This design comes from an exercise in tuning for small area on the open sky130 flow, not from production work.
The RTL was checked by simulation tests, not by an equivalence proof against the original design.

$ cat run.sh
#!/bin/bash
# synth_recipe.tcl (not shown) runs the flow's synth.tcl, then flattens the netlist and writes it again
# the make line also repeats each setting of config.mk as NAME=value (left out here)
make -C /OpenROAD-flow-scripts/flow DESIGN_CONFIG=/design/flow/config.mk WORK_HOME=/design/flow/orfs CLKGATE_MAP_FILE= SYNTH_SCRIPT=/design/flow/synth_recipe.tcl finish
$ cat constraint.sdc
create_clock -name core_clock -period 10.0 [get_ports {clk}]
set_input_delay 2.0000 -clock core_clock [delete_from_list [all_inputs] [get_ports {clk}]]
set_output_delay 2.0000 -clock core_clock [all_outputs]
set_load 0.01 [all_outputs]
$ cat design.v
`timescale 1ns/10ps
module accelerate_matrix (
    input clk,
    input rst,
    input [31:0]wmatrix,
    input [31:0]xmatrix,
    input [31:0]bias,
    output reg [15:0]out1,
    output reg [15:0]out2,
    output reg [15:0]out3,
    output reg [15:0]out4
);
    reg [3:0] p;
    always @(posedge clk or posedge rst) begin
        if (rst)
            p <= 4'd0;
        else
            p <= (p == 4'd12) ? 4'd0 : p + 4'd1;
    end
    wire ld_w = (p >= 4'd1) && (p <= 4'd4);            
    wire ld_b = (p == 4'd1);                           
    wire ld_p = (p == 4'd1) || (p == 4'd2);            
    wire ld_q = (p == 4'd3) || (p == 4'd4);            
    wire hi   = (p >= 4'd8) && (p <= 4'd11);           
    reg [31:0] r0, r1, r2, r3;
    always @(posedge clk) begin
        r0 <= r1;
        r1 <= r2;
        r2 <= r3;
        r3 <= ld_w ? wmatrix : r0;
    end
    reg [7:0] s0, s1, s2, s3;
    always @(posedge clk) begin
        if (ld_b) begin
            s0 <= bias[31:24];
            s1 <= bias[23:16];
            s2 <= bias[15:8];
            s3 <= bias[7:0];
        end else begin
            s0 <= s1;
            s1 <= s2;
            s2 <= s3;
            s3 <= s0;
        end
    end
    reg [31:0] xp0, xp1, xq0, xq1;
    always @(posedge clk) begin
        xp0 <= xp1;
        xp1 <= ld_p ? xmatrix : xp0;
        xq0 <= xq1;
        xq1 <= ld_q ? xmatrix : xq0;
    end
    wire [31:0] xa = hi ? xq1 : xp1;
    wire [31:0] xb = hi ? xq0 : xp0;
    wire [14:0] ya, yb;
    dot_unit ua (.w(r1), .x(xa), .b(s2), .y(ya));
    dot_unit ub (.w(r1), .x(xb), .b(s2), .y(yb));
    wire ev = ~p[0];
    reg [14:0] e0, e1, e2, e3, e4, o0, o1, o2, o3, o4;
    always @(posedge clk) begin
        e0 <= ev ? ya : yb; e1 <= e0; e2 <= e1; e3 <= e2; e4 <= e3;
        o0 <= ev ? yb : ya; o1 <= o0; o2 <= o1; o3 <= o2; o4 <= o3;
    end
    always @(*) begin
        out1 = {1'b0, e4};
        out2 = {1'b0, o4};
        out3 = {1'b0, e0};
        out4 = {1'b0, o0};
    end
endmodule
module dot_unit (
    input  [31:0] w,
    input  [31:0] x,
    input  [7:0]  b,
    output [14:0] y
);
  wire t1 = ~(w[0] & x[0]);
  wire t2 = ~(w[0] & x[1]);
  wire t3 = ~(w[0] & x[2]);
  wire t4 = ~(w[0] & x[3]);
  wire t5 = ~(w[0] & x[4]);
  wire t6 = ~(w[0] & x[5]);
  wire t7 = ~(w[0] & x[6]);
  wire t8 = ~(w[0] & x[7]);
  wire t9 = ~(w[1] & x[0]);
  wire t10 = ~(w[1] & x[1]);
  wire t11 = ~(w[1] & x[2]);
  wire t12 = ~(w[1] & x[3]);
  wire t13 = ~(w[1] & x[4]);
  wire t14 = ~(w[1] & x[5]);
  wire t15 = ~(w[1] & x[6]);
  wire t16 = ~(w[1] & x[7]);
  wire t17 = ~(w[2] & x[0]);
  wire t18 = ~(w[2] & x[1]);
  wire t19 = ~(w[2] & x[2]);
  wire t20 = ~(w[2] & x[3]);
  wire t21 = ~(w[2] & x[4]);
  wire t22 = ~(w[2] & x[5]);
  wire t23 = ~(w[2] & x[6]);
  wire t24 = ~(w[2] & x[7]);
  wire t25 = ~(w[3] & x[0]);
  wire t26 = ~(w[3] & x[1]);
  wire t27 = ~(w[3] & x[2]);
  wire t28 = ~(w[3] & x[3]);
  wire t29 = ~(w[3] & x[4]);
  wire t30 = ~(w[3] & x[5]);
  wire t31 = ~(w[3] & x[6]);
  wire t32 = ~(w[3] & x[7]);
  wire t33 = ~(w[4] & x[0]);
  wire t34 = ~(w[4] & x[1]);
  wire t35 = ~(w[4] & x[2]);
  wire t36 = ~(w[4] & x[3]);
  wire t37 = ~(w[4] & x[4]);
  wire t38 = ~(w[4] & x[5]);
  wire t39 = ~(w[4] & x[6]);
  wire t40 = ~(w[4] & x[7]);
  wire t41 = ~(w[5] & x[0]);
  wire t42 = ~(w[5] & x[1]);
  wire t43 = ~(w[5] & x[2]);
  wire t44 = ~(w[5] & x[3]);
  wire t45 = ~(w[5] & x[4]);
  wire t46 = ~(w[5] & x[5]);
  wire t47 = ~(w[5] & x[6]);
  wire t48 = ~(w[5] & x[7]);
  wire t49 = ~(w[6] & x[0]);
  wire t50 = ~(w[6] & x[1]);
  wire t51 = ~(w[6] & x[2]);
  wire t52 = ~(w[6] & x[3]);
  wire t53 = ~(w[6] & x[4]);
  wire t54 = ~(w[6] & x[5]);
  wire t55 = ~(w[6] & x[6]);
  wire t56 = ~(w[6] & x[7]);
  wire t57 = ~(w[7] & x[0]);
  wire t58 = ~(w[7] & x[1]);
  wire t59 = ~(w[7] & x[2]);
  wire t60 = ~(w[7] & x[3]);
  wire t61 = ~(w[7] & x[4]);
  wire t62 = ~(w[7] & x[5]);
  wire t63 = ~(w[7] & x[6]);
  wire t64 = ~(w[7] & x[7]);
  wire t65 = ~(w[8] & x[8]);
  wire t66 = ~(w[8] & x[9]);
  wire t67 = ~(w[8] & x[10]);
  wire t68 = ~(w[8] & x[11]);
  wire t69 = ~(w[8] & x[12]);
  wire t70 = ~(w[8] & x[13]);
  wire t71 = ~(w[8] & x[14]);
  wire t72 = ~(w[8] & x[15]);
  wire t73 = ~(w[9] & x[8]);
  wire t74 = ~(w[9] & x[9]);
  wire t75 = ~(w[9] & x[10]);
  wire t76 = ~(w[9] & x[11]);
  wire t77 = ~(w[9] & x[12]);
  wire t78 = ~(w[9] & x[13]);
  wire t79 = ~(w[9] & x[14]);
  wire t80 = ~(w[9] & x[15]);
  wire t81 = ~(w[10] & x[8]);
  wire t82 = ~(w[10] & x[9]);
  wire t83 = ~(w[10] & x[10]);
  wire t84 = ~(w[10] & x[11]);
  wire t85 = ~(w[10] & x[12]);
  wire t86 = ~(w[10] & x[13]);
  wire t87 = ~(w[10] & x[14]);
  wire t88 = ~(w[10] & x[15]);
  wire t89 = ~(w[11] & x[8]);
  wire t90 = ~(w[11] & x[9]);
  wire t91 = ~(w[11] & x[10]);
  wire t92 = ~(w[11] & x[11]);
  wire t93 = ~(w[11] & x[12]);
  wire t94 = ~(w[11] & x[13]);
  wire t95 = ~(w[11] & x[14]);
  wire t96 = ~(w[11] & x[15]);
  wire t97 = ~(w[12] & x[8]);
  wire t98 = ~(w[12] & x[9]);
  wire t99 = ~(w[12] & x[10]);
  wire t100 = ~(w[12] & x[11]);
  wire t101 = ~(w[12] & x[12]);
  wire t102 = ~(w[12] & x[13]);
  wire t103 = ~(w[12] & x[14]);
  wire t104 = ~(w[12] & x[15]);
  wire t105 = ~(w[13] & x[8]);
  wire t106 = ~(w[13] & x[9]);
  wire t107 = ~(w[13] & x[10]);
  wire t108 = ~(w[13] & x[11]);
  wire t109 = ~(w[13] & x[12]);
  wire t110 = ~(w[13] & x[13]);
  wire t111 = ~(w[13] & x[14]);
  wire t112 = ~(w[13] & x[15]);
  wire t113 = ~(w[14] & x[8]);
  wire t114 = ~(w[14] & x[9]);
  wire t115 = ~(w[14] & x[10]);
  wire t116 = ~(w[14] & x[11]);
  wire t117 = ~(w[14] & x[12]);
  wire t118 = ~(w[14] & x[13]);
  wire t119 = ~(w[14] & x[14]);
  wire t120 = ~(w[14] & x[15]);
  wire t121 = ~(w[15] & x[8]);
  wire t122 = ~(w[15] & x[9]);
  wire t123 = ~(w[15] & x[10]);
  wire t124 = ~(w[15] & x[11]);
  wire t125 = ~(w[15] & x[12]);
  wire t126 = ~(w[15] & x[13]);
  wire t127 = ~(w[15] & x[14]);
  wire t128 = ~(w[15] & x[15]);
  wire t129 = ~(w[16] & x[16]);
  wire t130 = ~(w[16] & x[17]);
  wire t131 = ~(w[16] & x[18]);
  wire t132 = ~(w[16] & x[19]);
  wire t133 = ~(w[16] & x[20]);
  wire t134 = ~(w[16] & x[21]);
  wire t135 = ~(w[16] & x[22]);
  wire t136 = ~(w[16] & x[23]);
  wire t137 = ~(w[17] & x[16]);
  wire t138 = ~(w[17] & x[17]);
  wire t139 = ~(w[17] & x[18]);
  wire t140 = ~(w[17] & x[19]);
  wire t141 = ~(w[17] & x[20]);
  wire t142 = ~(w[17] & x[21]);
  wire t143 = ~(w[17] & x[22]);
  wire t144 = ~(w[17] & x[23]);
  wire t145 = ~(w[18] & x[16]);
  wire t146 = ~(w[18] & x[17]);
  wire t147 = ~(w[18] & x[18]);
  wire t148 = ~(w[18] & x[19]);
  wire t149 = ~(w[18] & x[20]);
  wire t150 = ~(w[18] & x[21]);
  wire t151 = ~(w[18] & x[22]);
  wire t152 = ~(w[18] & x[23]);
  wire t153 = ~(w[19] & x[16]);
  wire t154 = ~(w[19] & x[17]);
  wire t155 = ~(w[19] & x[18]);
  wire t156 = ~(w[19] & x[19]);
  wire t157 = ~(w[19] & x[20]);
  wire t158 = ~(w[19] & x[21]);
  wire t159 = ~(w[19] & x[22]);
  wire t160 = ~(w[19] & x[23]);
  wire t161 = ~(w[20] & x[16]);
  wire t162 = ~(w[20] & x[17]);
  wire t163 = ~(w[20] & x[18]);
  wire t164 = ~(w[20] & x[19]);
  wire t165 = ~(w[20] & x[20]);
  wire t166 = ~(w[20] & x[21]);
  wire t167 = ~(w[20] & x[22]);
  wire t168 = ~(w[20] & x[23]);
  wire t169 = ~(w[21] & x[16]);
  wire t170 = ~(w[21] & x[17]);
  wire t171 = ~(w[21] & x[18]);
  wire t172 = ~(w[21] & x[19]);
  wire t173 = ~(w[21] & x[20]);
  wire t174 = ~(w[21] & x[21]);
  wire t175 = ~(w[21] & x[22]);
  wire t176 = ~(w[21] & x[23]);
  wire t177 = ~(w[22] & x[16]);
  wire t178 = ~(w[22] & x[17]);
  wire t179 = ~(w[22] & x[18]);
  wire t180 = ~(w[22] & x[19]);
  wire t181 = ~(w[22] & x[20]);
  wire t182 = ~(w[22] & x[21]);
  wire t183 = ~(w[22] & x[22]);
  wire t184 = ~(w[22] & x[23]);
  wire t185 = ~(w[23] & x[16]);
  wire t186 = ~(w[23] & x[17]);
  wire t187 = ~(w[23] & x[18]);
  wire t188 = ~(w[23] & x[19]);
  wire t189 = ~(w[23] & x[20]);
  wire t190 = ~(w[23] & x[21]);
  wire t191 = ~(w[23] & x[22]);
  wire t192 = ~(w[23] & x[23]);
  wire t193 = ~(w[24] & x[24]);
  wire t194 = ~(w[24] & x[25]);
  wire t195 = ~(w[24] & x[26]);
  wire t196 = ~(w[24] & x[27]);
  wire t197 = ~(w[24] & x[28]);
  wire t198 = ~(w[24] & x[29]);
  wire t199 = ~(w[24] & x[30]);
  wire t200 = ~(w[24] & x[31]);
  wire t201 = ~(w[25] & x[24]);
  wire t202 = ~(w[25] & x[25]);
  wire t203 = ~(w[25] & x[26]);
  wire t204 = ~(w[25] & x[27]);
  wire t205 = ~(w[25] & x[28]);
  wire t206 = ~(w[25] & x[29]);
  wire t207 = ~(w[25] & x[30]);
  wire t208 = ~(w[25] & x[31]);
  wire t209 = ~(w[26] & x[24]);
  wire t210 = ~(w[26] & x[25]);
  wire t211 = ~(w[26] & x[26]);
  wire t212 = ~(w[26] & x[27]);
  wire t213 = ~(w[26] & x[28]);
  wire t214 = ~(w[26] & x[29]);
  wire t215 = ~(w[26] & x[30]);
  wire t216 = ~(w[26] & x[31]);
  wire t217 = ~(w[27] & x[24]);
  wire t218 = ~(w[27] & x[25]);
  wire t219 = ~(w[27] & x[26]);
  wire t220 = ~(w[27] & x[27]);
  wire t221 = ~(w[27] & x[28]);
  wire t222 = ~(w[27] & x[29]);
  wire t223 = ~(w[27] & x[30]);
  wire t224 = ~(w[27] & x[31]);
  wire t225 = ~(w[28] & x[24]);
  wire t226 = ~(w[28] & x[25]);
  wire t227 = ~(w[28] & x[26]);
  wire t228 = ~(w[28] & x[27]);
  wire t229 = ~(w[28] & x[28]);
  wire t230 = ~(w[28] & x[29]);
  wire t231 = ~(w[28] & x[30]);
  wire t232 = ~(w[28] & x[31]);
  wire t233 = ~(w[29] & x[24]);
  wire t234 = ~(w[29] & x[25]);
  wire t235 = ~(w[29] & x[26]);
  wire t236 = ~(w[29] & x[27]);
  wire t237 = ~(w[29] & x[28]);
  wire t238 = ~(w[29] & x[29]);
  wire t239 = ~(w[29] & x[30]);
  wire t240 = ~(w[29] & x[31]);
  wire t241 = ~(w[30] & x[24]);
  wire t242 = ~(w[30] & x[25]);
  wire t243 = ~(w[30] & x[26]);
  wire t244 = ~(w[30] & x[27]);
  wire t245 = ~(w[30] & x[28]);
  wire t246 = ~(w[30] & x[29]);
  wire t247 = ~(w[30] & x[30]);
  wire t248 = ~(w[30] & x[31]);
  wire t249 = ~(w[31] & x[24]);
  wire t250 = ~(w[31] & x[25]);
  wire t251 = ~(w[31] & x[26]);
  wire t252 = ~(w[31] & x[27]);
  wire t253 = ~(w[31] & x[28]);
  wire t254 = ~(w[31] & x[29]);
  wire t255 = ~(w[31] & x[30]);
  wire t256 = ~(w[31] & x[31]);
  wire t257 = ~b[0];
  wire t258 = ~b[1];
  wire t259 = ~b[2];
  wire t260 = ~b[3];
  wire t261 = ~b[4];
  wire t262 = ~b[5];
  wire t263 = ~b[6];
  wire t264 = ~b[7];
  wire t265, t266;
  FA u_t265 (.a(t7), .b(t14), .c(1'b1), .s(t265), .co(t266));
  wire t267, t268;
  FA u_t267 (.a(t8), .b(t15), .c(t22), .s(t267), .co(t268));
  wire t269, t270;
  FA u_t269 (.a(t29), .b(t36), .c(t43), .s(t269), .co(t270));
  wire t271, t272;
  FA u_t271 (.a(t50), .b(t57), .c(t72), .s(t271), .co(t272));
  wire t273, t274;
  FA u_t273 (.a(t16), .b(t23), .c(t30), .s(t273), .co(t274));
  wire t275, t276;
  FA u_t275 (.a(t37), .b(t44), .c(1'b1), .s(t275), .co(t276));
  wire t277, t278;
  FA u_t277 (.a(t5), .b(t12), .c(t19), .s(t277), .co(t278));
  wire t279, t280;
  FA u_t279 (.a(t6), .b(t13), .c(t20), .s(t279), .co(t280));
  wire t281, t282;
  FA u_t281 (.a(t27), .b(t34), .c(t41), .s(t281), .co(t282));
  wire t283, t284;
  FA u_t283 (.a(t70), .b(t77), .c(t84), .s(t283), .co(t284));
  wire t285, t286;
  FA u_t285 (.a(t91), .b(t98), .c(1'b1), .s(t285), .co(t286));
  wire t287, t288;
  FA u_t287 (.a(t265), .b(t21), .c(t28), .s(t287), .co(t288));
  wire t289, t290;
  FA u_t289 (.a(t35), .b(t42), .c(t49), .s(t289), .co(t290));
  wire t291, t292;
  FA u_t291 (.a(t71), .b(t78), .c(t85), .s(t291), .co(t292));
  wire t293, t294;
  FA u_t293 (.a(t92), .b(t99), .c(t106), .s(t293), .co(t294));
  wire t295, t296;
  FA u_t295 (.a(t113), .b(t135), .c(t142), .s(t295), .co(t296));
  wire t297, t298;
  FA u_t297 (.a(t149), .b(t156), .c(t163), .s(t297), .co(t298));
  wire t299, t300;
  FA u_t299 (.a(t170), .b(t177), .c(1'b1), .s(t299), .co(t300));
  wire t301, t302;
  FA u_t301 (.a(t266), .b(t267), .c(t269), .s(t301), .co(t302));
  wire t303, t304;
  FA u_t303 (.a(t271), .b(t79), .c(t86), .s(t303), .co(t304));
  wire t305, t306;
  FA u_t305 (.a(t93), .b(t100), .c(t107), .s(t305), .co(t306));
  wire t307, t308;
  FA u_t307 (.a(t114), .b(t121), .c(t136), .s(t307), .co(t308));
  wire t309, t310;
  FA u_t309 (.a(t143), .b(t150), .c(t157), .s(t309), .co(t310));
  wire t311, t312;
  FA u_t311 (.a(t164), .b(t171), .c(t178), .s(t311), .co(t312));
  wire t313, t314;
  FA u_t313 (.a(t185), .b(t200), .c(t207), .s(t313), .co(t314));
  wire t315, t316;
  FA u_t315 (.a(t214), .b(t221), .c(t228), .s(t315), .co(t316));
  wire t317, t318;
  FA u_t317 (.a(t268), .b(t270), .c(t272), .s(t317), .co(t318));
  wire t319, t320;
  FA u_t319 (.a(t273), .b(t275), .c(t51), .s(t319), .co(t320));
  wire t321, t322;
  FA u_t321 (.a(t58), .b(t80), .c(t87), .s(t321), .co(t322));
  wire t323, t324;
  FA u_t323 (.a(t94), .b(t101), .c(t108), .s(t323), .co(t324));
  wire t325, t326;
  FA u_t325 (.a(t115), .b(t122), .c(t144), .s(t325), .co(t326));
  wire t327, t328;
  FA u_t327 (.a(t151), .b(t158), .c(t165), .s(t327), .co(t328));
  wire t329, t330;
  FA u_t329 (.a(t172), .b(t179), .c(t186), .s(t329), .co(t330));
  wire t331, t332;
  FA u_t331 (.a(t208), .b(t215), .c(t222), .s(t331), .co(t332));
  wire t333, t334;
  FA u_t333 (.a(t229), .b(t236), .c(1'b1), .s(t333), .co(t334));
  wire t335, t336;
  FA u_t335 (.a(t274), .b(t276), .c(t24), .s(t335), .co(t336));
  wire t337, t338;
  FA u_t337 (.a(t31), .b(t38), .c(t45), .s(t337), .co(t338));
  wire t339, t340;
  FA u_t339 (.a(t52), .b(t59), .c(t88), .s(t339), .co(t340));
  wire t341, t342;
  FA u_t341 (.a(t95), .b(t102), .c(t109), .s(t341), .co(t342));
  wire t343, t344;
  FA u_t343 (.a(t116), .b(t123), .c(t152), .s(t343), .co(t344));
  wire t345, t346;
  FA u_t345 (.a(t159), .b(t166), .c(t173), .s(t345), .co(t346));
  wire t347, t348;
  FA u_t347 (.a(t180), .b(t187), .c(t216), .s(t347), .co(t348));
  wire t349, t350;
  FA u_t349 (.a(t223), .b(t230), .c(t237), .s(t349), .co(t350));
  wire t351, t352;
  FA u_t351 (.a(t32), .b(t39), .c(t46), .s(t351), .co(t352));
  wire t353, t354;
  FA u_t353 (.a(t53), .b(t60), .c(t96), .s(t353), .co(t354));
  wire t355, t356;
  FA u_t355 (.a(t103), .b(t110), .c(t117), .s(t355), .co(t356));
  wire t357, t358;
  FA u_t357 (.a(t124), .b(t160), .c(t167), .s(t357), .co(t358));
  wire t359, t360;
  FA u_t359 (.a(t174), .b(t181), .c(1'b1), .s(t359), .co(t360));
  wire t361, t362;
  FA u_t361 (.a(t40), .b(t47), .c(t54), .s(t361), .co(t362));
  wire t363, t364;
  FA u_t363 (.a(t4), .b(t11), .c(t18), .s(t363), .co(t364));
  wire t365, t366;
  FA u_t365 (.a(t25), .b(t68), .c(t75), .s(t365), .co(t366));
  wire t367, t368;
  FA u_t367 (.a(t277), .b(t26), .c(t33), .s(t367), .co(t368));
  wire t369, t370;
  FA u_t369 (.a(t69), .b(t76), .c(t83), .s(t369), .co(t370));
  wire t371, t372;
  FA u_t371 (.a(t90), .b(t97), .c(t133), .s(t371), .co(t372));
  wire t373, t374;
  FA u_t373 (.a(t140), .b(t147), .c(t154), .s(t373), .co(t374));
  wire t375, t376;
  FA u_t375 (.a(t278), .b(t279), .c(t281), .s(t375), .co(t376));
  wire t377, t378;
  FA u_t377 (.a(t283), .b(t285), .c(t105), .s(t377), .co(t378));
  wire t379, t380;
  FA u_t379 (.a(t134), .b(t141), .c(t148), .s(t379), .co(t380));
  wire t381, t382;
  FA u_t381 (.a(t155), .b(t162), .c(t169), .s(t381), .co(t382));
  wire t383, t384;
  FA u_t383 (.a(t198), .b(t205), .c(t212), .s(t383), .co(t384));
  wire t385, t386;
  FA u_t385 (.a(t280), .b(t282), .c(t284), .s(t385), .co(t386));
  wire t387, t388;
  FA u_t387 (.a(t286), .b(t287), .c(t289), .s(t387), .co(t388));
  wire t389, t390;
  FA u_t389 (.a(t291), .b(t293), .c(t295), .s(t389), .co(t390));
  wire t391, t392;
  FA u_t391 (.a(t297), .b(t299), .c(t199), .s(t391), .co(t392));
  wire t393, t394;
  FA u_t393 (.a(t206), .b(t213), .c(t220), .s(t393), .co(t394));
  wire t395, t396;
  FA u_t395 (.a(t227), .b(t234), .c(1'b1), .s(t395), .co(t396));
  wire t397, t398;
  FA u_t397 (.a(t288), .b(t290), .c(t292), .s(t397), .co(t398));
  wire t399, t400;
  FA u_t399 (.a(t294), .b(t296), .c(t298), .s(t399), .co(t400));
  wire t401, t402;
  FA u_t401 (.a(t300), .b(t301), .c(t303), .s(t401), .co(t402));
  wire t403, t404;
  FA u_t403 (.a(t305), .b(t307), .c(t309), .s(t403), .co(t404));
  wire t405, t406;
  FA u_t405 (.a(t311), .b(t313), .c(t315), .s(t405), .co(t406));
  wire t407, t408;
  FA u_t407 (.a(t235), .b(t242), .c(t249), .s(t407), .co(t408));
  wire t409, t410;
  FA u_t409 (.a(t302), .b(t304), .c(t306), .s(t409), .co(t410));
  wire t411, t412;
  FA u_t411 (.a(t308), .b(t310), .c(t312), .s(t411), .co(t412));
  wire t413, t414;
  FA u_t413 (.a(t314), .b(t316), .c(t317), .s(t413), .co(t414));
  wire t415, t416;
  FA u_t415 (.a(t319), .b(t321), .c(t323), .s(t415), .co(t416));
  wire t417, t418;
  FA u_t417 (.a(t325), .b(t327), .c(t329), .s(t417), .co(t418));
  wire t419, t420;
  FA u_t419 (.a(t331), .b(t333), .c(t243), .s(t419), .co(t420));
  wire t421, t422;
  FA u_t421 (.a(t318), .b(t320), .c(t322), .s(t421), .co(t422));
  wire t423, t424;
  FA u_t423 (.a(t324), .b(t326), .c(t328), .s(t423), .co(t424));
  wire t425, t426;
  FA u_t425 (.a(t330), .b(t332), .c(t334), .s(t425), .co(t426));
  wire t427, t428;
  FA u_t427 (.a(t335), .b(t337), .c(t339), .s(t427), .co(t428));
  wire t429, t430;
  FA u_t429 (.a(t341), .b(t343), .c(t345), .s(t429), .co(t430));
  wire t431, t432;
  FA u_t431 (.a(t347), .b(t349), .c(t244), .s(t431), .co(t432));
  wire t433, t434;
  FA u_t433 (.a(t336), .b(t338), .c(t340), .s(t433), .co(t434));
  wire t435, t436;
  FA u_t435 (.a(t342), .b(t344), .c(t346), .s(t435), .co(t436));
  wire t437, t438;
  FA u_t437 (.a(t348), .b(t350), .c(t351), .s(t437), .co(t438));
  wire t439, t440;
  FA u_t439 (.a(t353), .b(t355), .c(t357), .s(t439), .co(t440));
  wire t441, t442;
  FA u_t441 (.a(t359), .b(t188), .c(t224), .s(t441), .co(t442));
  wire t443, t444;
  FA u_t443 (.a(t231), .b(t238), .c(t245), .s(t443), .co(t444));
  wire t445, t446;
  FA u_t445 (.a(t352), .b(t354), .c(t356), .s(t445), .co(t446));
  wire t447, t448;
  FA u_t447 (.a(t358), .b(t360), .c(t361), .s(t447), .co(t448));
  wire t449, t450;
  FA u_t449 (.a(t61), .b(t104), .c(t111), .s(t449), .co(t450));
  wire t451, t452;
  FA u_t451 (.a(t118), .b(t125), .c(t168), .s(t451), .co(t452));
  wire t453, t454;
  FA u_t453 (.a(t175), .b(t182), .c(t189), .s(t453), .co(t454));
  wire t455, t456;
  FA u_t455 (.a(t232), .b(t239), .c(t246), .s(t455), .co(t456));
  wire t457, t458;
  FA u_t457 (.a(t362), .b(t48), .c(t55), .s(t457), .co(t458));
  wire t459, t460;
  FA u_t459 (.a(t62), .b(t112), .c(t119), .s(t459), .co(t460));
  wire t461, t462;
  FA u_t461 (.a(t126), .b(t176), .c(t183), .s(t461), .co(t462));
  wire t463, t464;
  FA u_t463 (.a(t3), .b(t10), .c(t17), .s(t463), .co(t464));
  wire t465, t466;
  FA u_t465 (.a(t67), .b(t74), .c(t81), .s(t465), .co(t466));
  wire t467, t468;
  FA u_t467 (.a(t363), .b(t365), .c(t82), .s(t467), .co(t468));
  wire t469, t470;
  FA u_t469 (.a(t89), .b(t132), .c(t139), .s(t469), .co(t470));
  wire t471, t472;
  FA u_t471 (.a(t146), .b(t153), .c(t196), .s(t471), .co(t472));
  wire t473, t474;
  FA u_t473 (.a(t364), .b(t366), .c(t367), .s(t473), .co(t474));
  wire t475, t476;
  FA u_t475 (.a(t369), .b(t371), .c(t373), .s(t475), .co(t476));
  wire t477, t478;
  FA u_t477 (.a(t161), .b(t197), .c(t204), .s(t477), .co(t478));
  wire t479, t480;
  FA u_t479 (.a(t211), .b(t218), .c(1'b1), .s(t479), .co(t480));
  wire t481, t482;
  FA u_t481 (.a(t368), .b(t370), .c(t372), .s(t481), .co(t482));
  wire t483, t484;
  FA u_t483 (.a(t374), .b(t375), .c(t377), .s(t483), .co(t484));
  wire t485, t486;
  FA u_t485 (.a(t379), .b(t381), .c(t383), .s(t485), .co(t486));
  wire t487, t488;
  FA u_t487 (.a(t219), .b(t226), .c(t233), .s(t487), .co(t488));
  wire t489, t490;
  FA u_t489 (.a(t376), .b(t378), .c(t380), .s(t489), .co(t490));
  wire t491, t492;
  FA u_t491 (.a(t382), .b(t384), .c(t385), .s(t491), .co(t492));
  wire t493, t494;
  FA u_t493 (.a(t387), .b(t389), .c(t391), .s(t493), .co(t494));
  wire t495, t496;
  FA u_t495 (.a(t393), .b(t395), .c(t241), .s(t495), .co(t496));
  wire t497, t498;
  FA u_t497 (.a(t386), .b(t388), .c(t390), .s(t497), .co(t498));
  wire t499, t500;
  FA u_t499 (.a(t392), .b(t394), .c(t396), .s(t499), .co(t500));
  wire t501, t502;
  FA u_t501 (.a(t397), .b(t399), .c(t401), .s(t501), .co(t502));
  wire t503, t504;
  FA u_t503 (.a(t403), .b(t405), .c(t407), .s(t503), .co(t504));
  wire t505, t506;
  FA u_t505 (.a(t398), .b(t400), .c(t402), .s(t505), .co(t506));
  wire t507, t508;
  FA u_t507 (.a(t404), .b(t406), .c(t408), .s(t507), .co(t508));
  wire t509, t510;
  FA u_t509 (.a(t409), .b(t411), .c(t413), .s(t509), .co(t510));
  wire t511, t512;
  FA u_t511 (.a(t415), .b(t417), .c(t419), .s(t511), .co(t512));
  wire t513, t514;
  FA u_t513 (.a(t410), .b(t412), .c(t414), .s(t513), .co(t514));
  wire t515, t516;
  FA u_t515 (.a(t416), .b(t418), .c(t420), .s(t515), .co(t516));
  wire t517, t518;
  FA u_t517 (.a(t421), .b(t423), .c(t425), .s(t517), .co(t518));
  wire t519, t520;
  FA u_t519 (.a(t427), .b(t429), .c(t431), .s(t519), .co(t520));
  wire t521, t522;
  FA u_t521 (.a(t422), .b(t424), .c(t426), .s(t521), .co(t522));
  wire t523, t524;
  FA u_t523 (.a(t428), .b(t430), .c(t432), .s(t523), .co(t524));
  wire t525, t526;
  FA u_t525 (.a(t433), .b(t435), .c(t437), .s(t525), .co(t526));
  wire t527, t528;
  FA u_t527 (.a(t439), .b(t441), .c(t443), .s(t527), .co(t528));
  wire t529, t530;
  FA u_t529 (.a(t434), .b(t436), .c(t438), .s(t529), .co(t530));
  wire t531, t532;
  FA u_t531 (.a(t440), .b(t442), .c(t444), .s(t531), .co(t532));
  wire t533, t534;
  FA u_t533 (.a(t445), .b(t447), .c(t449), .s(t533), .co(t534));
  wire t535, t536;
  FA u_t535 (.a(t451), .b(t453), .c(t455), .s(t535), .co(t536));
  wire t537, t538;
  FA u_t537 (.a(t446), .b(t448), .c(t450), .s(t537), .co(t538));
  wire t539, t540;
  FA u_t539 (.a(t452), .b(t454), .c(t456), .s(t539), .co(t540));
  wire t541, t542;
  FA u_t541 (.a(t457), .b(t459), .c(t461), .s(t541), .co(t542));
  wire t543, t544;
  FA u_t543 (.a(t190), .b(t240), .c(t247), .s(t543), .co(t544));
  wire t545, t546;
  FA u_t545 (.a(t458), .b(t460), .c(t462), .s(t545), .co(t546));
  wire t547, t548;
  FA u_t547 (.a(t56), .b(t63), .c(t120), .s(t547), .co(t548));
  wire t549, t550;
  FA u_t549 (.a(t127), .b(t184), .c(t191), .s(t549), .co(t550));
  wire t551, t552;
  FA u_t551 (.a(t2), .b(t9), .c(t66), .s(t551), .co(t552));
  wire t553, t554;
  FA u_t553 (.a(t73), .b(t130), .c(1'b1), .s(t553), .co(t554));
  wire t555, t556;
  FA u_t555 (.a(t463), .b(t465), .c(t131), .s(t555), .co(t556));
  wire t557, t558;
  FA u_t557 (.a(t138), .b(t145), .c(t195), .s(t557), .co(t558));
  wire t559, t560;
  FA u_t559 (.a(t202), .b(t209), .c(1'b1), .s(t559), .co(t560));
  wire t561, t562;
  FA u_t561 (.a(t464), .b(t466), .c(t467), .s(t561), .co(t562));
  wire t563, t564;
  FA u_t563 (.a(t469), .b(t471), .c(t203), .s(t563), .co(t564));
  wire t565, t566;
  FA u_t565 (.a(t210), .b(t217), .c(t260), .s(t565), .co(t566));
  wire t567, t568;
  FA u_t567 (.a(t468), .b(t470), .c(t472), .s(t567), .co(t568));
  wire t569, t570;
  FA u_t569 (.a(t473), .b(t475), .c(t477), .s(t569), .co(t570));
  wire t571, t572;
  FA u_t571 (.a(t479), .b(t225), .c(t261), .s(t571), .co(t572));
  wire t573, t574;
  FA u_t573 (.a(t474), .b(t476), .c(t478), .s(t573), .co(t574));
  wire t575, t576;
  FA u_t575 (.a(t480), .b(t481), .c(t483), .s(t575), .co(t576));
  wire t577, t578;
  FA u_t577 (.a(t485), .b(t487), .c(t262), .s(t577), .co(t578));
  wire t579, t580;
  FA u_t579 (.a(t482), .b(t484), .c(t486), .s(t579), .co(t580));
  wire t581, t582;
  FA u_t581 (.a(t488), .b(t489), .c(t491), .s(t581), .co(t582));
  wire t583, t584;
  FA u_t583 (.a(t493), .b(t495), .c(t263), .s(t583), .co(t584));
  wire t585, t586;
  FA u_t585 (.a(t490), .b(t492), .c(t494), .s(t585), .co(t586));
  wire t587, t588;
  FA u_t587 (.a(t496), .b(t497), .c(t499), .s(t587), .co(t588));
  wire t589, t590;
  FA u_t589 (.a(t501), .b(t503), .c(t264), .s(t589), .co(t590));
  wire t591, t592;
  FA u_t591 (.a(t498), .b(t500), .c(t502), .s(t591), .co(t592));
  wire t593, t594;
  FA u_t593 (.a(t504), .b(t505), .c(t507), .s(t593), .co(t594));
  wire t595, t596;
  FA u_t595 (.a(t509), .b(t511), .c(t250), .s(t595), .co(t596));
  wire t597, t598;
  FA u_t597 (.a(t506), .b(t508), .c(t510), .s(t597), .co(t598));
  wire t599, t600;
  FA u_t599 (.a(t512), .b(t513), .c(t515), .s(t599), .co(t600));
  wire t601, t602;
  FA u_t601 (.a(t517), .b(t519), .c(t251), .s(t601), .co(t602));
  wire t603, t604;
  FA u_t603 (.a(t514), .b(t516), .c(t518), .s(t603), .co(t604));
  wire t605, t606;
  FA u_t605 (.a(t520), .b(t521), .c(t523), .s(t605), .co(t606));
  wire t607, t608;
  FA u_t607 (.a(t525), .b(t527), .c(t252), .s(t607), .co(t608));
  wire t609, t610;
  FA u_t609 (.a(t522), .b(t524), .c(t526), .s(t609), .co(t610));
  wire t611, t612;
  FA u_t611 (.a(t528), .b(t529), .c(t531), .s(t611), .co(t612));
  wire t613, t614;
  FA u_t613 (.a(t533), .b(t535), .c(t253), .s(t613), .co(t614));
  wire t615, t616;
  FA u_t615 (.a(t530), .b(t532), .c(t534), .s(t615), .co(t616));
  wire t617, t618;
  FA u_t617 (.a(t536), .b(t537), .c(t539), .s(t617), .co(t618));
  wire t619, t620;
  FA u_t619 (.a(t541), .b(t543), .c(t254), .s(t619), .co(t620));
  wire t621, t622;
  FA u_t621 (.a(t538), .b(t540), .c(t542), .s(t621), .co(t622));
  wire t623, t624;
  FA u_t623 (.a(t544), .b(t545), .c(t547), .s(t623), .co(t624));
  wire t625, t626;
  FA u_t625 (.a(t549), .b(t248), .c(t255), .s(t625), .co(t626));
  wire t627, t628;
  FA u_t627 (.a(t546), .b(t548), .c(t550), .s(t627), .co(t628));
  wire t629, t630;
  FA u_t629 (.a(t64), .b(t128), .c(t192), .s(t629), .co(t630));
  wire t631, t632;
  FA u_t631 (.a(t1), .b(t65), .c(1'b1), .s(t631), .co(t632));
  wire t633, t634;
  FA u_t633 (.a(t551), .b(t553), .c(t137), .s(t633), .co(t634));
  wire t635, t636;
  FA u_t635 (.a(t194), .b(t201), .c(1'b1), .s(t635), .co(t636));
  wire t637, t638;
  FA u_t637 (.a(t552), .b(t554), .c(t555), .s(t637), .co(t638));
  wire t639, t640;
  FA u_t639 (.a(t557), .b(t559), .c(t259), .s(t639), .co(t640));
  wire t641, t642;
  FA u_t641 (.a(t556), .b(t558), .c(t560), .s(t641), .co(t642));
  wire t643, t644;
  FA u_t643 (.a(t561), .b(t563), .c(t565), .s(t643), .co(t644));
  wire t645, t646;
  FA u_t645 (.a(t562), .b(t564), .c(t566), .s(t645), .co(t646));
  wire t647, t648;
  FA u_t647 (.a(t567), .b(t569), .c(t571), .s(t647), .co(t648));
  wire t649, t650;
  FA u_t649 (.a(t568), .b(t570), .c(t572), .s(t649), .co(t650));
  wire t651, t652;
  FA u_t651 (.a(t573), .b(t575), .c(t577), .s(t651), .co(t652));
  wire t653, t654;
  FA u_t653 (.a(t574), .b(t576), .c(t578), .s(t653), .co(t654));
  wire t655, t656;
  FA u_t655 (.a(t579), .b(t581), .c(t583), .s(t655), .co(t656));
  wire t657, t658;
  FA u_t657 (.a(t580), .b(t582), .c(t584), .s(t657), .co(t658));
  wire t659, t660;
  FA u_t659 (.a(t585), .b(t587), .c(t589), .s(t659), .co(t660));
  wire t661, t662;
  FA u_t661 (.a(t586), .b(t588), .c(t590), .s(t661), .co(t662));
  wire t663, t664;
  FA u_t663 (.a(t591), .b(t593), .c(t595), .s(t663), .co(t664));
  wire t665, t666;
  FA u_t665 (.a(t592), .b(t594), .c(t596), .s(t665), .co(t666));
  wire t667, t668;
  FA u_t667 (.a(t597), .b(t599), .c(t601), .s(t667), .co(t668));
  wire t669, t670;
  FA u_t669 (.a(t598), .b(t600), .c(t602), .s(t669), .co(t670));
  wire t671, t672;
  FA u_t671 (.a(t603), .b(t605), .c(t607), .s(t671), .co(t672));
  wire t673, t674;
  FA u_t673 (.a(t604), .b(t606), .c(t608), .s(t673), .co(t674));
  wire t675, t676;
  FA u_t675 (.a(t609), .b(t611), .c(t613), .s(t675), .co(t676));
  wire t677, t678;
  FA u_t677 (.a(t610), .b(t612), .c(t614), .s(t677), .co(t678));
  wire t679, t680;
  FA u_t679 (.a(t615), .b(t617), .c(t619), .s(t679), .co(t680));
  wire t681, t682;
  FA u_t681 (.a(t616), .b(t618), .c(t620), .s(t681), .co(t682));
  wire t683, t684;
  FA u_t683 (.a(t621), .b(t623), .c(t625), .s(t683), .co(t684));
  wire t685, t686;
  FA u_t685 (.a(t622), .b(t624), .c(t626), .s(t685), .co(t686));
  wire t687, t688;
  FA u_t687 (.a(t627), .b(t629), .c(t256), .s(t687), .co(t688));
  wire t689, t690;
  FA u_t689 (.a(t631), .b(t129), .c(1'b1), .s(t689), .co(t690));
  wire t691, t692;
  FA u_t691 (.a(t632), .b(t633), .c(t635), .s(t691), .co(t692));
  wire t693, t694;
  FA u_t693 (.a(t634), .b(t636), .c(t637), .s(t693), .co(t694));
  wire t695, t696;
  FA u_t695 (.a(t638), .b(t640), .c(t641), .s(t695), .co(t696));
  wire t697, t698;
  FA u_t697 (.a(t642), .b(t644), .c(t645), .s(t697), .co(t698));
  wire t699, t700;
  FA u_t699 (.a(t646), .b(t648), .c(t649), .s(t699), .co(t700));
  wire t701, t702;
  FA u_t701 (.a(t650), .b(t652), .c(t653), .s(t701), .co(t702));
  wire t703, t704;
  FA u_t703 (.a(t654), .b(t656), .c(t657), .s(t703), .co(t704));
  wire t705, t706;
  FA u_t705 (.a(t658), .b(t660), .c(t661), .s(t705), .co(t706));
  wire t707, t708;
  FA u_t707 (.a(t662), .b(t664), .c(t665), .s(t707), .co(t708));
  wire t709, t710;
  FA u_t709 (.a(t666), .b(t668), .c(t669), .s(t709), .co(t710));
  wire t711, t712;
  FA u_t711 (.a(t670), .b(t672), .c(t673), .s(t711), .co(t712));
  wire t713, t714;
  FA u_t713 (.a(t674), .b(t676), .c(t677), .s(t713), .co(t714));
  wire t715, t716;
  FA u_t715 (.a(t678), .b(t680), .c(t681), .s(t715), .co(t716));
  wire t717, t718;
  FA u_t717 (.a(t682), .b(t684), .c(t685), .s(t717), .co(t718));
  wire t719, t720;
  FA u_t719 (.a(t686), .b(t688), .c(t628), .s(t719), .co(t720));
  wire t721, t722;
  FA u_t721 (.a(t689), .b(t193), .c(1'b1), .s(t721), .co(t722));
  wire t723, t724;
  FA u_t723 (.a(t690), .b(t691), .c(t258), .s(t723), .co(t724));
  wire t725, t726;
  FA u_t725 (.a(t692), .b(t693), .c(t639), .s(t725), .co(t726));
  wire t727, t728;
  FA u_t727 (.a(t694), .b(t695), .c(t643), .s(t727), .co(t728));
  wire t729, t730;
  FA u_t729 (.a(t696), .b(t697), .c(t647), .s(t729), .co(t730));
  wire t731, t732;
  FA u_t731 (.a(t698), .b(t699), .c(t651), .s(t731), .co(t732));
  wire t733, t734;
  FA u_t733 (.a(t700), .b(t701), .c(t655), .s(t733), .co(t734));
  wire t735, t736;
  FA u_t735 (.a(t702), .b(t703), .c(t659), .s(t735), .co(t736));
  wire t737, t738;
  FA u_t737 (.a(t704), .b(t705), .c(t663), .s(t737), .co(t738));
  wire t739, t740;
  FA u_t739 (.a(t706), .b(t707), .c(t667), .s(t739), .co(t740));
  wire t741, t742;
  FA u_t741 (.a(t708), .b(t709), .c(t671), .s(t741), .co(t742));
  wire t743, t744;
  FA u_t743 (.a(t710), .b(t711), .c(t675), .s(t743), .co(t744));
  wire t745, t746;
  FA u_t745 (.a(t712), .b(t713), .c(t679), .s(t745), .co(t746));
  wire t747, t748;
  FA u_t747 (.a(t714), .b(t715), .c(t683), .s(t747), .co(t748));
  wire t749, t750;
  FA u_t749 (.a(t716), .b(t717), .c(t687), .s(t749), .co(t750));
  wire t751, t752;
  FA u_t751 (.a(t718), .b(t719), .c(t630), .s(t751), .co(t752));
  wire t753, t754;
  FA u_t753 (.a(t721), .b(t257), .c(1'b1), .s(t753), .co(t754));
  wire t755, t756;
  FA u_t755 (.a(t722), .b(t723), .c(t754), .s(t755), .co(t756));
  wire t757, t758;
  FA u_t757 (.a(t724), .b(t725), .c(t756), .s(t757), .co(t758));
  wire t759, t760;
  FA u_t759 (.a(t726), .b(t727), .c(t758), .s(t759), .co(t760));
  wire t761, t762;
  FA u_t761 (.a(t728), .b(t729), .c(t760), .s(t761), .co(t762));
  wire t763, t764;
  FA u_t763 (.a(t730), .b(t731), .c(t762), .s(t763), .co(t764));
  wire t765, t766;
  FA u_t765 (.a(t732), .b(t733), .c(t764), .s(t765), .co(t766));
  wire t767, t768;
  FA u_t767 (.a(t734), .b(t735), .c(t766), .s(t767), .co(t768));
  wire t769, t770;
  FA u_t769 (.a(t736), .b(t737), .c(t768), .s(t769), .co(t770));
  wire t771, t772;
  FA u_t771 (.a(t738), .b(t739), .c(t770), .s(t771), .co(t772));
  wire t773, t774;
  FA u_t773 (.a(t740), .b(t741), .c(t772), .s(t773), .co(t774));
  wire t775, t776;
  FA u_t775 (.a(t742), .b(t743), .c(t774), .s(t775), .co(t776));
  wire t777, t778;
  FA u_t777 (.a(t744), .b(t745), .c(t776), .s(t777), .co(t778));
  wire t779, t780;
  FA u_t779 (.a(t746), .b(t747), .c(t778), .s(t779), .co(t780));
  wire t781, t782;
  FA u_t781 (.a(t748), .b(t749), .c(t780), .s(t781), .co(t782));
  wire t783 = t750 ^ t751 ^ t782;
  wire [15:0] sn;   
  assign sn[0] = t753;
  assign sn[1] = t755;
  assign sn[2] = t757;
  assign sn[3] = t759;
  assign sn[4] = t761;
  assign sn[5] = t763;
  assign sn[6] = t765;
  assign sn[7] = t767;
  assign sn[8] = t769;
  assign sn[9] = t771;
  assign sn[10] = t773;
  assign sn[11] = t775;
  assign sn[12] = t777;
  assign sn[13] = t779;
  assign sn[14] = t781;
  assign sn[15] = t783;
  assign y = sn[15] ? ~sn[14:0] : 15'd0;
endmodule
module FA (input a, input b, input c, output s, output co);
  assign s  = a ^ b ^ c;
  assign co = (a & b) | (a & c) | (b & c);
endmodule
$ cat config.mk
export PLATFORM = sky130hd
export DESIGN_NAME = accelerate_matrix
export DESIGN_NICKNAME = accelerate_matrix
export VERILOG_FILES = /design/flow/design.v
export SDC_FILE = /design/flow/constraint.sdc
export NUM_CORES = 4
export LEC_CHECK = 0
export ABC_AREA = 1
export CAP_MARGIN = 20
export CORE_MARGIN = 2
export CORE_UTILIZATION = 40
export CTS_BUF_LIST = sky130_fd_sc_hd__clkbuf_16 sky130_fd_sc_hd__clkbuf_8
export CTS_CLUSTER_DIAMETER = 60
export CTS_CLUSTER_SIZE = 20
export PLACE_DENSITY = 0.6
export SLEW_MARGIN = 20
export SYNTH_HIERARCHICAL = 1
export SYNTH_MINIMUM_KEEP_SIZE = 0
==> summary.txt, run 1 <==
sequential area share after synthesis 0.352; CP Launch Type flop; vias in the first global route ~19,000; setup violation total in the final timing report 0; post-route clock period utilization 0.959; critical path data required time around 10 ns; Core Footprint about 0.063 sq mm; clock root buffer clkbuf_16; Top cell by count, worst path fa_1; Max Cap Viol 0; Critical R2R Launch p[2]$_DFF_PP0_; Port Buffer Count 157; CP startpoint p[2]$_DFF_PP0_; Die W approximately 250 um; Detailed Route Iter0 Violations between 1,000 and 1,500; post-DR vias/cell approximately 5.0; Clock Sinks roughly 440; Layout area overhead 15.5%; most frequent cells in the layout nand2_1 (936), fa_1 (515), dfxtp_1 (438), nand3_1 (196), clkdlybuf4s50_1 (157); TritonCTS clock tree yes; CP Capture Type flop; DIE HEIGHT approximately 250 um; CP peak stage delay about 0.6 ns; placer congestion estimate slightly above 0.9; Core Rows 92; Crit Path Category flop to flop; Max-slew headroom 0.316; post-synthesis register bit count 442; DR vias 17,100; Yosys warning count 7; Hold Vio Cnt, Final 0; final slew viol count 0; RSZ-0062 raised after global routing no; # H-tree levels 1; final wirelength slightly above 70,000 um; beginning of the worst hold path e1[2]$_DFF_P_; Layout fillers 5,798; Netlist cell types 20; Cell Area, Synth between 0.02 and 0.03 sq mm; Mean Syn Cell Area 10.4 sq um; dpl cells about 3,400; num ports approximately 160; Max stage delay cell, worst path fa_1; GR Util All Layers 0.225; status finished clean; CP bufs+invs 4; worst min-delay path category flop to flop; drt wl/cell 20.9 um; Clock Path Buffers 3; CP max FO 17; fin cells ~3,400; crit path DAT between 10 and 15 ns; full die area between 0.06 and 0.07 sq mm; # nets final 3,169; critical path's top delay family adder cells; # DRC 0; Starting Density 0.402; grt ovf 0; hold_ws 0.323 ns; share of cells above drive strength 1 0.0749; clock slew at reported path FFs about 0.08 ns; fmax approximately 100 MHz; Final ANT Viol Nets 0; dpl hpwl between 50,000 and 60,000 um; Tmin final around 9.6 ns; initial antenna violation count 1; worst-margin pin slew 1.03 ns; Mapped Cells roughly 2,400; Setup Skew about 0.050 ns; pin count of the biggest net entering global routing 70; most common cell after layout, fill and taps aside nand2_1; CTS Buf Count 31; setup TNS 0 ns; drt pass-1 iters 6; clk latency of the worst-skew pair around 0.62 ns; first-pass GRT wire length roughly 110,000 um
## final timing paths
| path | endpoint | slack (ns) | cells past startpoint |
|---|---|---|---|
| setup / recovery | o0[2]$_DFF_P_ | 0.41 | 32 |
| hold / removal | e2[2]$_DFF_P_ | 0.32 | 0 |
| setup reg to reg | o0[2]$_DFF_P_ | 0.41 | 32 |
| hold reg to reg | e2[2]$_DFF_P_ | 0.32 | 0 |
| max in group asynchronous | p[3]$_DFF_PP0_ | 8.19 | 2 |
| min in group asynchronous | p[1]$_DFF_PP0_ | 1.61 | 2 |
## through the flow
step	util	worst slack, ns	area (sq um)
3_5_place_dp	0.446	0.167	27900
5_1_grt	0.465	0.0120	29100
4_1_cts	0.462	0.129	29000
6_report	0.465	0.405	29100
2_1_floorplan	-	0.403	25300
3_3_place_gp	0.446	0.237	27900
## kinds of logic (layout without fill, tap and decap cells)
kind of cell	after synthesis	count (layout)	share of synthesized area
flops	442	442	0.352
fa+ha+maj	522	522	0.414
simple gates	1178	1179	0.188
other cells	3	35	0.000447
compound gates	32	32	0.00636
buf+inv	247	356	0.0394
## modules after synthesis (local to each module, per instance)
| module | area (sq um) | cells | copies in the design |
|---|---|---|---|
| FA | 20.0 | 1 | 518 |
| accelerate_matrix | 12100 | 1198 | 1 |
| dot_unit | 1370 | 354 | 2 |
## what timing repair did
item,4_1_cts,5_1_grt
resized for setup,0,17
setup buffers,0,4
hold buffers,0,0
setup endpoints to repair,0,30
## routing by layer
| layer | GRT usage | vias up | part of all wire |
|---|---|---|---|
| li1 | - | 7517 | - |
| met1 | 0.285 | 8736 | 0.41 |
| met5 | 0 | - | 0 |
| met2 | 0.384 | 675 | 0.49 |
| met3 | 0.0318 | 165 | 0.062 |
| met4 | 0.0959 | 0 | 0.044 |
## cell type report
| type | instances | area, sq um | share of cell area |
|---|---|---|---|
| Clock buffer | 34 | 817 | 0.0281 |
| Timing Repair Buffer | 261 | 2440 | 0.0837 |
| Clock inverter | 15 | 223 | 0.00765 |
| Sequential cell | 442 | 8870 | 0.305 |
| Antenna cell | 1 | 2.50 | 0.0000860 |
| Inverter | 46 | 178 | 0.00610 |
| Tap cell | 846 | 1060 | 0.0364 |
| Multi-Input combinational cell | 1767 | 15500 | 0.533 |
## flip-flops by register name (all words and copies together) (netlist names), 15 cells and up
register	flops
r0	32
o4	15
xp0	32
r3	32
o0	15
e4	15
xp1	32
o1	15
r2	32
xq0	32
e2	15
r1	32
o2	15
e0	15
o3	15
e3	15
e1	15
xq1	32
## cells in the mapped netlist
cell        n  area (sq um)
nand2_1   943          3540
fa_1      518         10400
dfxtp_1   438          8770
nand3_1   198           991
clkbuf_1  156           586
inv_1      45           169
o21ai_0    32           160
buf_2      29           145
nor2_2     19           119
nor2_1     12          45.0
buf_1      10          37.5
buf_4       4          30.0
dfrtp_1     4           100
ha_1        4          50.1
conb_1      3          11.3
nand2_2     3          18.8
buf_6       2          22.5
nor2_4      2          22.5
inv_2       1          3.75
or2_1       1          6.26
==> inputs of run 2 (changes only) <==
--- a/config.mk
+++ b/config.mk
@@ -11,5 +11,2 @@
 export CORE_UTILIZATION = 40
-export CTS_BUF_LIST = sky130_fd_sc_hd__clkbuf_16 sky130_fd_sc_hd__clkbuf_8
-export CTS_CLUSTER_DIAMETER = 60
-export CTS_CLUSTER_SIZE = 20
 export PLACE_DENSITY = 0.6
==> summary.txt, run 2 <==
R2R depth 32 (unchanged); Clock Path Buffers 3 (unchanged); fmax 104 MHz (-0.45%); pin count of the biggest net entering global routing 70 (unchanged); sequential area share after synthesis 0.352 (unchanged); # nets final 3,183 (+0.44%); main combinational cell family by area after synthesis adder cells; adder and majority gate portion of the synthesized area 0.414 (unchanged); Max Cap Viol 0 (unchanged); CP bufs+invs 4 (unchanged); CP max FO 17 (unchanged); Mean Syn Cell Area 10.4 sq um (unchanged); Max-slew headroom 0.318 (+0.00261); critical path data required time 10.41 ns (-0.02 ns); vias in the first global route 19,000 (+1.4%); Setup Skew 0.0272 ns (-0.0227 ns); dpl hpwl 57,800 um (unchanged); Stages on worst setup path 32 (unchanged); RSZ-0062 raised after global routing no; full die area 0.0650 sq mm (unchanged); Netlist cell types 20 (unchanged); Yosys warning count 7 (unchanged); clock root buffer clkbuf_16; hold_ws 0.321 ns (-0.00113 ns); number of synthesized flops with an enable pin 0 (unchanged); Die W 255 um (unchanged); setup TNS 0 ns (unchanged); Layout area overhead 17.5%; Core Footprint 0.0626 sq mm (unchanged); Synth Flop Type dfxtp_1; placed cell areas 0.0279 sq mm (unchanged); Post-synth top cells nand2_1 (943), fa_1 (518), dfxtp_1 (438); drt wl/cell 20.9 um (about the same); top-area cell type share of the netlist area 0.412 (unchanged); dominant cells by area after synthesis fa_1 (41%), dfxtp_1 (35%), nand2_1 (14%); placer congestion estimate 0.929 (unchanged); final slew viol count 0 (unchanged); share of cells above drive strength 1 0.0835 (+0.00864); most frequent cells in the layout nand2_1 (937), fa_1 (516), dfxtp_1 (438), nand3_1 (196), clkdlybuf4s50_1 (157); grt ovf 0 (unchanged); final wirelength 72,000 um (+1.0%); Clock Sinks 442 (unchanged); Port Buffer Count 157 (unchanged); CP Launch Type flop; status finished clean; Synth area leader fa_1; Reg2Reg Setup Slack 0.36 ns (-0.04 ns); num ports 162 (unchanged); setup violation total in the final timing report 0 (unchanged); Final ANT Viol Nets 0 (unchanged); crit path DAT 10.05 ns (+0.02 ns); # H-tree levels 2 (+1); clk latency of the worst-skew pair 0.59 ns (-0.03 ns); Synth Area in Compound Gates 0.00636 (unchanged); Hold Vio Cnt, Final 0 (unchanged); post-synthesis register bit count 442 (unchanged); Max stage delay cell, worst path fa_1; first-pass GRT wire length 110,000 um (+0.95%); reg2reg end o0[2]$_DFF_P_; Synth Area in Simple Gates 0.188 (unchanged); DR vias 17,200 (+0.50%); Mapped Cells 2,424 (unchanged); Cell Area, Synth 0.0252 sq mm (unchanged); critical path endpoint o0[2]$_DFF_P_; cell with the most instances after synthesis nand2_1; DIE HEIGHT 255 um (unchanged); mux share of post-synthesis cell area 0 (unchanged); # DRC 0 (unchanged); worst-margin pin slew 1.02 ns (-0.00391 ns); Final Cell Area 0.0296 sq mm (+1.7%); Crit Path Category flop to flop; worst min-delay path category flop to flop; post-route clock period utilization 0.964 (+0.00431); post-DR vias/cell 4.99 (-0.49%); Core Rows 92 (unchanged); Tmin final 9.64 ns (+0.0431 ns); Detailed Route Iter0 Violations 1,055 (-5.9%); CP startpoint p[2]$_DFF_PP0_; CP Capture Type flop; TritonCTS clock tree yes; most common cell after layout, fill and taps aside nand2_1; critical path's top delay family adder cells; CP peak stage delay 0.58 ns (about the same); clock slew at reported path FFs 0.06 ns (-0.02 ns); Post-Synth XOR/XNOR Area 0 (unchanged); drt pass-1 iters 5 (-1); Critical R2R Launch p[2]$_DFF_PP0_; CTS Buf Count 45 (+45%); Starting Density 0.402 (unchanged); asr flop ratio synth 0.00905 (unchanged); Top cell by count, worst path fa_1; initial antenna violation count 1 (unchanged); GR Util All Layers 0.228 (+0.00314)
## run 2: cell counts after synthesis
No cell type changed its count.
## run 2: kinds of logic after synthesis
kind of cell / after synthesis
compound gates: 32
fa+ha+maj: 522
buf+inv: 247
flops: 442
other cells: 3
simple gates: 1178
## run 2: per-stage QoR
stage               utilization  setup slack [ns]  cells
floorplan                     -             0.403   2455
global placement          0.446             0.237   3355
detailed placement        0.446             0.167   3355
CTS                       0.471             0.150   3438
global route              0.473           0.00368   3445
finish                    0.473             0.362   3446
## run 2: per-module statistics from Yosys (local to each module, per instance)
module | flip-flops and latches | copies in the design | cell area (sq um)
accelerate_matrix | 442 | 1 | 12100
dot_unit | 0 | 2 | 1370
FA | 0 | 518 | 20.0
## run 2: worst min-delay path by stage
stage                         startpoint  slack, ns  depth (start not counted)        endpoint
after global routing       r2[3]$_DFF_P_       0.33                          0   r1[3]$_DFF_P_
after detailed placement  e2[14]$_DFF_P_       0.31                          0  e3[14]$_DFF_P_
after floorplan            e1[0]$_DFF_P_       0.31                          0   e2[0]$_DFF_P_
final                      r2[3]$_DFF_P_       0.32                          0   r1[3]$_DFF_P_
after global placement     r2[7]$_DFF_P_       0.31                          0   r1[7]$_DFF_P_
after CTS                  e3[1]$_DFF_P_       0.32                          0   e4[1]$_DFF_P_
## run 2: repair_timing
item,CTS,global route
buffers inserted,0,4
setup endpoints to repair,0,30
hold buffers,0,0
endpoints found under the hold margin,0,0
resized for setup,0,15
## run 2: cell type report
type | count | area (sq um)
clock inverter | 22 | 265
antenna | 1 | 2.50
sequential | 442 | 8870
inverter | 46 | 178
fill | 5760 | 33000
timing repair buffer | 261 | 2440
clock buffer | 61 | 1280
multi-input combinational | 1767 | 15500
tap | 846 | 1060
## run 2: per-layer routing
metal  vias to the layer above  GRT usage  part of all wire  wire length (um)
li1                       7564          -                 -                 -
met1                      8769      0.284              0.41             29200
met2                       661      0.385              0.48             34800
met3                       185     0.0376             0.062              4480
met4                         0      0.110             0.049              3530
met5                         -          0                 0                 0
==> inputs of run 3 (changes only) <==
--- a/config.mk
+++ b/config.mk
@@ -11,2 +11,5 @@
 export CORE_UTILIZATION = 40
+export CTS_BUF_LIST = sky130_fd_sc_hd__clkbuf_16
+export CTS_CLUSTER_DIAMETER = 80
+export CTS_CLUSTER_SIZE = 30
 export PLACE_DENSITY = 0.6
==> summary.txt, run 3 <==
drt wl/cell 20.9 um (+0.27%); Synth Flop Type dfxtp_1; clock root buffer clkbuf_16; Hold Vio Cnt, Final 0 (unchanged); R2R depth 32 (unchanged); clock slew at reported path FFs 0.10 ns (+0.04 ns); critical path data required time 10.43 ns (+0.02 ns); Setup Skew 0.0312 ns (+0.00394 ns); CP Capture Type flop; full die area 0.0650 sq mm (unchanged); Hold Crit Depth 0 (unchanged); Die W 255 um (unchanged); Core Footprint 0.0626 sq mm (unchanged); Tmin final 9.62 ns (-0.0207 ns); # H-tree levels 1 (-1); Detailed Route Iter0 Violations 1,210 (+15%); hold_ws 0.302 ns (-0.0199 ns); vias in the first global route 18,500 (-2.2%); Cell Area, Synth 0.0252 sq mm (unchanged); Max Cap Viol 0 (unchanged); final slew viol count 0 (unchanged); Post-synth top cells nand2_1 (943), fa_1 (518), dfxtp_1 (438); Critical R2R Launch p[2]$_DFF_PP0_; Synth area leader fa_1; # DRC 0 (unchanged); # nets final 3,159 (-0.75%); fmax 104 MHz (+0.22%); Hold Path End e4[1]$_DFF_P_; placer congestion estimate 0.929 (unchanged); post-synthesis register bit count 442 (unchanged); status finished clean; CP peak stage delay 0.58 ns (about the same); drt pass-1 iters 5 (unchanged); Clock Path Buffers 3 (unchanged); reg2reg end o0[2]$_DFF_P_; Max stage delay cell, worst path fa_1; Max-slew headroom 0.315 (-0.00373); setup TNS 0 ns (unchanged); Crit Path Category flop to flop; Final Cell Area 0.0289 sq mm (-2.5%); post-route clock period utilization 0.962 (-0.00207); GR Util All Layers 0.224 (-0.00321); Reg2Reg Setup Slack 0.38 ns (+0.02 ns); num ports 162 (unchanged); worst min-delay path category flop to flop; Layout area overhead 14.6%; Core Rows 92 (unchanged); worst-margin pin slew 1.03 ns (+0.00560 ns); CTS Buf Count 23 (-49%); crit path DAT 10.05 ns (about the same); Top cell by count, worst path fa_1; Mapped Cells 2,424 (unchanged); most frequent cells in the layout nand2_1 (937), fa_1 (516), dfxtp_1 (438), nand3_1 (196), clkdlybuf4s50_1 (157); TritonCTS clock tree yes; dpl hpwl 57,800 um (unchanged); sequential area share after synthesis 0.352 (unchanged); CP max FO 17 (unchanged); first-pass GRT wire length 109,000 um (-0.96%); CTS hold repair buffers 0 (unchanged); Mean Syn Cell Area 10.4 sq um (unchanged); fin worst setup slack 0.383 ns (+0.0207 ns); setup violation total in the final timing report 0 (unchanged); number of synthesized flops with an enable pin 0 (unchanged); DR vias 17,000 (-1.0%); Final ANT Viol Nets 0 (unchanged); post-DR vias/cell 5.01 (+0.44%); share of cells above drive strength 1 0.0690 (-0.0145); final wirelength 71,100 um (-1.2%); Starting Density 0.402 (unchanged); Placement Setup Slack 0.167 ns (unchanged); Netlist cell types 20 (unchanged); dominant cells by area after synthesis fa_1 (41%), dfxtp_1 (35%), nand2_1 (14%); Yosys warning count 7 (unchanged); beginning of the worst hold path e3[1]$_DFF_P_; CP Launch Type flop; grt ovf 0 (unchanged); cell with the most instances after synthesis nand2_1; # diodes 0 (-1); pin count of the biggest net entering global routing 70 (unchanged); clk latency of the worst-skew pair 0.58 ns (about the same); top-area cell type share of the netlist area 0.412 (unchanged); most common cell after layout, fill and taps aside nand2_1; Clock Sinks 442 (unchanged); asr flop ratio synth 0.00905 (unchanged); placed cell areas 0.0279 sq mm (unchanged); Port Buffer Count 157 (unchanged); DIE HEIGHT 255 um (unchanged); initial antenna violation count 1 (unchanged)
[run 3: cell counts after synthesis]
Identical to the previous run, type by type.
[run 3: worst max-delay path by stage]
stage,from,to,slack (ns),cells past startpoint
finish,p[2]$_DFF_PP0_,o0[2]$_DFF_P_,0.38,32
global route,p[2]$_DFF_PP0_,o0[1]$_DFF_P_,-0.01,32
CTS,p[2]$_DFF_PP0_,o0[2]$_DFF_P_,0.16,31
detailed placement,p[2]$_DFF_PP0_,o0[2]$_DFF_P_,0.17,31
global placement,p[3]$_DFF_PP0_,e0[3]$_DFF_P_,0.24,30
floorplan,p[2]$_DFF_PP0_,o0[13]$_DFF_P_,0.40,34
[run 3: logic make-up (layout without fill, tap and decap cells)]
family                     after synthesis  count (layout)  synth area share
DFF                                    442             442             0.352
adders and majority gates              522             522             0.414
other                                    3              34          0.000447
AOI/OAI and AO/OA                       32              32           0.00636
buffers and inverters                  247             341            0.0394
and+or+nand+nor                       1178            1179             0.188
[run 3: layer usage]
metal	track usage	vias up	share of wire
li1	-	7484	-
met1	0.284	8713	0.41
met2	0.383	643	0.48
met3	0.0370	162	0.066
met4	0.0949	2	0.046
met5	0	-	0.00018
[run 3: modules after synthesis (local to each module, per instance)]
| module | cells inside | cell area (sq um) | flops+latches |
|---|---|---|---|
| FA | 1 | 20.0 | 0 |
| accelerate_matrix | 1198 | 12100 | 442 |
| dot_unit | 354 | 1370 | 0 |
[run 3: what timing repair did]
item	CTS	global route
gates resized for setup	0	15
setup buffers	0	2
endpoints found under the setup margin	0	30
[run 3: final cells by class]
class / instances / area (sq um)
clock buffers: 23 / 576
clock inverters: 13 / 234
inverters: 46 / 178
well taps: 846 / 1060
repair buffers: 259 / 2430
flip-flops and latches: 442 / 8870
fillers: 5828 / 33700
multi-input cells: 1767 / 15500
[run 3: metrics by stage]
step | instances | util
after floorplan | 2455 | -
after global placement | 3355 | 0.446
after detailed placement | 3355 | 0.446
after CTS | 3391 | 0.459
after global routing | 3396 | 0.461
final | 3396 | 0.461
[run 3: critical path, delay by kind of cell (launching register included)]
family | cells | cell delay, ns
AND/OR/NAND/NOR | 9 | 0.87
flip-flops | 1 | 0.43
AO/OA/AOI/OAI | 1 | 0.10
adder cells (fa/ha/maj) | 18 | 7.63
buffers and inverters | 4 | 0.42

-- afterwards: timing with drivers on the ports --
The results above use ideal ports. As a check the final layouts listed here were re-extracted and re-timed, cells and wires unchanged. Step 1 (the two cells are an assumption about what drives the block):
set clk [get_ports {clk}]
set_driving_cell -lib_cell sky130_fd_sc_hd__clkbuf_16 $clk
set_driving_cell -lib_cell sky130_fd_sc_hd__buf_2 [delete_from_list [all_inputs] $clk]
Step 2 times the ports against the registers' clock, not the clock port: input delays grow and output delays shrink by t, the midpoint of the rising clock arrivals with the driver on. Slacks: ideal / step 1 / step 2; pairs: ideal / step 1.
| run | shift t [ns] | setup WS [ns] | worst register clock-pin slew, ns | pins driven straight from the clock port |
|---|---|---|---|---|
| run 1 | 0.653 | 0.405 / 0.405 / 0.405 | 0.09 / 0.09 | 1 |
| run 2 | 0.631 | 0.362 / 0.362 / 0.362 | 0.06 / 0.06 | 1 |
| run 3 | 0.625 | 0.383 / 0.383 / 0.383 | 0.11 / 0.11 | 1 |
After both steps setup and hold are still met in every run listed.
